This is an optimization exercise on Yosys and OpenROAD, whose aim is small area, a short achievable clock period and few clock cycles, not a production implementation.
The RTL was checked by simulation tests, not by an equivalence proof against the original design.
Power and IR drop assume default switching activity.

==> flow/design.v (outline; a module is shown in full before it is edited, if it fits) <==
// module fa: 5 lines
// module ha: 5 lines
// module top: 5226 lines
module top(clk, rst, start, x, y, z, mem_rdata, mem_addr, mem_wdata, mem_wen, done);
  // ...
==> flow/run.sh <==
#!/bin/bash
# synth_recipe.tcl (not shown) runs the flow's synth.tcl, then flattens the netlist and writes it again
# the make line also repeats each setting of config.mk as NAME=value (left out here)
make -C /OpenROAD-flow-scripts/flow DESIGN_CONFIG=/design/flow/config.mk WORK_HOME=/design/flow/orfs CLKGATE_MAP_FILE= SYNTH_SCRIPT=/design/flow/synth_recipe.tcl finish
==> flow/config.mk <==
export PLATFORM = sky130hd
export DESIGN_NAME = top
export DESIGN_NICKNAME = top
export VERILOG_FILES = /design/flow/design.v
export SDC_FILE = /design/flow/constraint.sdc
export NUM_CORES = 4
export LEC_CHECK = 0
export CAP_MARGIN = 20
export CORE_MARGIN = 2
export CORE_UTILIZATION = 40
export CTS_CLUSTER_DIAMETER = 80
export CTS_CLUSTER_SIZE = 30
export SLEW_MARGIN = 20
export SYNTH_HIERARCHICAL = 1
==> flow/constraint.sdc <==
create_clock -name core_clock -period 10.0 [get_ports {clk}]
set_input_delay 2.0000 -clock core_clock [delete_from_list [all_inputs] [get_ports {clk}]]
set_output_delay 2.0000 -clock core_clock [all_outputs]
set_load 0.01 [all_outputs]
==> summary.md, run 1 <==
| Metric | Value |
|---|---|
| Cells on worst reg2reg path | 14 |
| Top cell category | multi-input combinational cells |
| Cell Area, Placed | between 50,000 and 60,000 um2 |
| Yosys reg bits | about 880 |
| Post-synthesis async set-or-reset flop share | 0 |
| Sequential power | ~5000 uW |
| Multi-input combinational area share | 0.533 |
| Clock transition at path regs | approximately 0.11 ns |
| Max Used Layer | met4 |
| Number of H-tree levels | 2 |
| Met3 WL post-DR | 12,300 um |
| Top Consumer | sequential cells |
| DRC | 0 |
| Status | timing/DRC/antenna clean |
| Clock share of power | 0.195 |
| Final instance area | around 52,000 um2 |
| Cell row count | between 100 and 150 |
| CP peak stage delay | ~0.73 ns |
| Total clock sinks | roughly 880 |
| Combinational share of power | 0.392 |
| Max-cap violation count | 0 |
| Bufs w/o clock | 89 |
| PostCTS Resize Cnt | 0 |
| Clk_skew | between 0.04 and 0.05 ns |
| Critical path class | reg -> reg |
| Area of the multi-input gates | about 28,000 um2 |
| Seq. cell area | 19,600 um2 |
| GRT Max-Usage Layer | met2 |
| Tmin final | between 4 and 5 ns |
| CTS Hold Bufs | 0 |
| Reg-to-reg slack, setup | about 5.8 ns |
| Slew Viols, Final | 0 |
Testbench counts, summed over its fixed seeds: cycles 6,744.
==> run 2: changes to the inputs <==
--- a/flow/config.mk
+++ b/flow/config.mk
@@ -9,6 +9,4 @@
 export CORE_MARGIN = 2
 export CORE_UTILIZATION = 40
-export CTS_CLUSTER_DIAMETER = 80
-export CTS_CLUSTER_SIZE = 30
 export SLEW_MARGIN = 20
 export SYNTH_HIERARCHICAL = 1
==> run 2 against run 1 <==
  * Sequential power is essentially flat
  * Power grew 11%
  * Non-clock buffer count grew 1
  * Combinational power is essentially flat
  * Worst setup slack lost 0.0013 ns
  * Largest cell class unchanged
  * Highest routed layer is now met5
==> summary.md, run 2 <==
| Metric | Value |
|---|---|
| Status | timing/DRC/antenna clean (unchanged) |
| Worst Hold Endpoint | C[40][6] (was C[46][0]) |
| Sequential Power Share | 0.374 (was 0.413) |
| Number of synthesized flops with an enable pin | 204 (unchanged) |
| Final hold slack | 0.309 ns (was 0.318 ns) |
| Leakage | 0.0246 uW (was 0.0238 uW) |
| Top post-synthesis cells by count | 995 x and2_1, 778 x fa_1, 675 x dfxtp_1 (unchanged) |
| Pin count of the biggest net entering global routing | 34 (unchanged) |
| Ys flop type | dfxtp_1 (unchanged) |
| Most frequent cells in the layout | 995 x and2_1, 778 x fa_1, 674 x dfxtp_1 (unchanged) |
| Combinational share of power | 0.353 (was 0.392) |
| Tmin final | 4.24 ns (about the same) |
| Die width | 349 um (unchanged) |
| TNS Setup | 0 ns (unchanged) |
| IO Port Bufs | 80 (unchanged) |
| Final period util | 0.424 (about the same) |
| Synth Cell Area | 47,500 um2 (unchanged) |
| Mux cell area share after synthesis | 0.0129 (unchanged) |
| Global-route wire length before repair | 195,000 um (was 192,000 um) |
| Hold depth | 0 (unchanged) |
| Initial antenna violation count | 14 (was 7) |
| Slew Viols, Final | 0 (unchanged) |
| Critical path class | reg -> reg (unchanged) |
| Die ar. | 121,000 um2 (unchanged) |
| Max FO, Critical Path | 18 (unchanged) |
| Worst Path Required | 10.54 ns (was 10.55 ns) |
| Worst Path Arrival | 4.78 ns (was 4.79 ns) |
| DR WL/cell | 25.7 um (was 25.9 um) |
| Core area | 118,000 um2 (unchanged) |
| Min-Delay Path Class | reg -> reg (unchanged) |
| Total CTS buffers | 95 (was 46) |
| Critical path endpoint category | flip-flop (unchanged) |
| Vias in the first global route | 28.3k (was 27.7k) |
| Initial core utilization | 0.403 (unchanged) |
| Largest reg by FF count | C (unchanged) |
| Top cell type's share of synthesized area | 0.328 (unchanged) |
| Root Buffer Master | clkbuf_16 (unchanged) |
| Reg-to-Reg Start | s[0] (unchanged) |
| Reg-to-reg slack, setup | 5.76 ns (about the same) |
| Adder-cell share of the synthesized area | 0.394 (unchanged) |
| Main combinational cell family by area after synthesis | adder cells (unchanged) |
| Power Dens Cells | 249 nW/um2 (was 232 nW/um2) |
| Setup-failing EPs final | 0 (unchanged) |
| Peak VDD IR | 0.174 mV (was 0.192 mV) |
| Most common cell after layout, fill and taps aside | and2_1 (unchanged) |
| Syn_area_per_cell | 14.1 um2 (unchanged) |
| CTS tree | done (unchanged) |
| Net Sw Frac | 0.355 (was 0.378) |
| Reg2Reg Capture Point | cnt[2] (unchanged) |
| Max-cap violation count | 0 (unchanged) |
| Yosys reg bits | 879 (unchanged) |
| Area delta synth->final | 12.7% (was 9.26%) |
| Largest area contributor in the netlist | fa_1 (unchanged) |
| Clock buffer depth | 3 (unchanged) |
| Post-synthesis xor/xnor area fraction | 0.00627 (unchanged) |
| RSZ-0062 raised after global routing | false (unchanged) |
| Clock transition at path regs | 0.06 ns (was 0.11 ns) |
| Worst hold start | C[39][6] (was C[45][0]) |
| Count of cell types in the netlist | 54 (unchanged) |
| PostCTS Resize Cnt | 0 (unchanged) |
| Post-Synthesis Cells | 3,372 (unchanged) |
| Synthesis warning total | 9 (unchanged) |
| Clk_skew | 0.0349 ns (was 0.0416 ns) |
| Total clock sinks | 879 (unchanged) |
| Initial drt markers | 2,190 (was 1,918) |
| Simple-gate area share of the yosys netlist | 0.148 (unchanged) |
| Final HPWL from detailed placement | 103,000 um (unchanged) |
| Top Registers | C (440), F (128) (unchanged) |
| All-Layer GR Usage | 0.225 (was 0.221) |
| Cells on worst reg2reg path | 14 (unchanged) |
| Compound-gate portion of the synthesized area | 0.0218 (unchanged) |
| Die Y-Extent | 349 um (unchanged) |
| DRC | 0 (unchanged) |
| Slew HR | 0.318 (was 0.253) |
| I/O Pins | 81 (unchanged) |
| Tightest Pin Transition | 1.02 ns (was 1.12 ns) |
| Top post-synthesis cells by area | fa_1 33%, dfxtp_1 28%, and2_1 13%, edfxtp_1 13%, ha_1 6.6% (unchanged) |
| Clock share of power | 0.274 (was 0.195) |
| Clock Latency Late Sink | 0.69 ns (about the same) |
| Fin. Hold Viols | 0 (unchanged) |
| Final nets | 4,626 (was 4,576) |
| Pre-Repair DR Iteration Count | 6 (was 5) |
| Routed Antenna Nets | 0 (unchanged) |
| GRT Residual Overflow | 0 (unchanged) |
| Post-synthesis async set-or-reset flop share | 0 (unchanged) |
| RePlAce Congestion | 0.967 (unchanged) |
| CTS Hold Bufs | 0 (unchanged) |
| Most common cell in the synthesized netlist | and2_1 (unchanged) |
| Filler instances | 10.5k (was 10.6k) |
| Post-synthesis sequential area ratio | 0.414 (unchanged) |
| Post-Syn Nets | 4,461 (unchanged) |
| Net Switching | 4730 uW (was 4550 uW) |
| Number of H-tree levels | 3 (was 2) |
| Vias/cell | 5.08 (was 5.06) |
| # Post-CTS Setup Buffers | 0 (unchanged) |
| Cell row count | 126 (unchanged) |
| Vias post-DR | 26.2k (was 25.6k) |
| Routed WL | 133,000 um (was 131,000 um) |
| Share of cells above drive strength 1 | 0.0511 (was 0.0293) |
| Number of flip-flops in the largest register | 440 (unchanged) |
| P_int | 8610 uW (was 7490 uW) |
| Startpoint types | flip-flop (unchanged) |
| Achievable Freq | 0.236 GHz (about the same) |
## run 2: cell count changes in the layout (fill, tap and decap cells not counted), moves of 4 or more
cell	change
bufinv_16	+5
clkbuf_1	+14
clkbuf_16	+53
clkbuf_8	+14
clkinv_2	+9
clkinv_4	+8
clkinv_8	-8
clkinvlp_4	+4
inv_12	-6
## run 2: cells by family after synthesis
logic type,after synthesis
mux,48
simple gates,1170
flops,879
compound gates,168
fa+ha+maj,1027
buf+inv,46
xor+xnor,34
## run 2: layout make-up
class / count / area (um2) / share of cell area
diodes: 7 / 17.5 / 0.000327
inverters: 24 / 90.1 / 0.00168
clock buffers: 132 / 2770 / 0.0518
multi-input cells: 2447 / 27700 / 0.517
flip-flops and latches: 879 / 19600 / 0.367
clock inverters: 47 / 515 / 0.00963
well taps: 1536 / 1920 / 0.0359
repair buffers: 90 / 883 / 0.0165
## run 2: power groups by stage
stage	clock (uW)	combinational [uW]	sequential, uW
3_3_place_gp	0	4630	5050
4_1_cts	3730	4690	4990
6_report	3650	4710	4990
3_5_place_dp	0	4670	5060
2_1_floorplan	0	2970	4740
5_1_grt	3880	5270	5060
## run 2: Yosys stat by module (local to each module, per instance)
module  cells inside  flip-flops and latches
top             2471                     879
fa                 1                       0
ha                 1                       0
## run 2: routing by layer
metal  GRT usage  part of all wire  up-vias
met3      0.0695             0.092      220
li1            -                 -    11400
met2       0.347              0.45      976
met1       0.296              0.42    13700
met4      0.0877             0.045        4
met5           0           0.00020        -
## run 2: worst max-delay path: stages, from the launching register on
cell and delay [ns]:
dfxtp_1 0.43, inv_1 0.10, ha_1 0.22, o21ba_2 0.22, o2111ai_2 0.65, nand4bb_1 0.74
inv_2 0.49, ha_1 0.30, inv_1 0.06, ha_1 0.13, inv_1 0.05, fa_1 0.37
xor2_1 0.16, xnor2_1 0.15, nor2_1 0.05
## run 2: how the worst max path moves through the flow
stage / from / endpoint / slack (ns) / depth (start not counted)
after global routing: s[0] / cnt[2] / 5.31 / 14
after global placement: s[0] / cnt[2] / 5.81 / 14
after floorplan: F[1][6] / r2624 / 6.83 / 6
after CTS: s[0] / cnt[2] / 5.74 / 14
final: s[0] / cnt[2] / 5.76 / 14
after detailed placement: s[0] / cnt[2] / 5.75 / 14
## run 2: per-stage QoR
stage           util  instances  total power [uW]  setup WS, ns  area [um2]
2_1_floorplan      -       3372              7700          6.83       47500
3_3_place_gp   0.426       4975              9670          5.81       50200
4_1_cts        0.454       5154             13400          5.74       53500
5_1_grt        0.454       5157             14200          5.31       53500
3_5_place_dp   0.426       4975              9730          5.75       50200
6_report       0.454       5162             13300          5.76       53500

==> afterwards: timing with drivers on the ports <==
No port has a modelled driver above. Below, the same layouts with a new extraction and two added sets of constraints.
Step 1 assumes that a clkbuf_16 drives the clock port and a buf_2 every other input.
Step 2 moves the port delays by t, midway between the first and last clock arrival at a register: inputs arrive t later, outputs are due t later. That takes back most of the time a late clock gives input paths.
a / b / c = ideal / step 1 / step 2; a / b = the first two.
run	t (ns)	slack for setup (ns)	worst register clock-pin slew, ns
run 1	0.742	5.763 / 5.763 / 5.763	0.12 / 0.12
run 2	0.748	5.762 / 5.762 / 5.762	0.07 / 0.07
After both steps setup and hold are still met in every run listed.
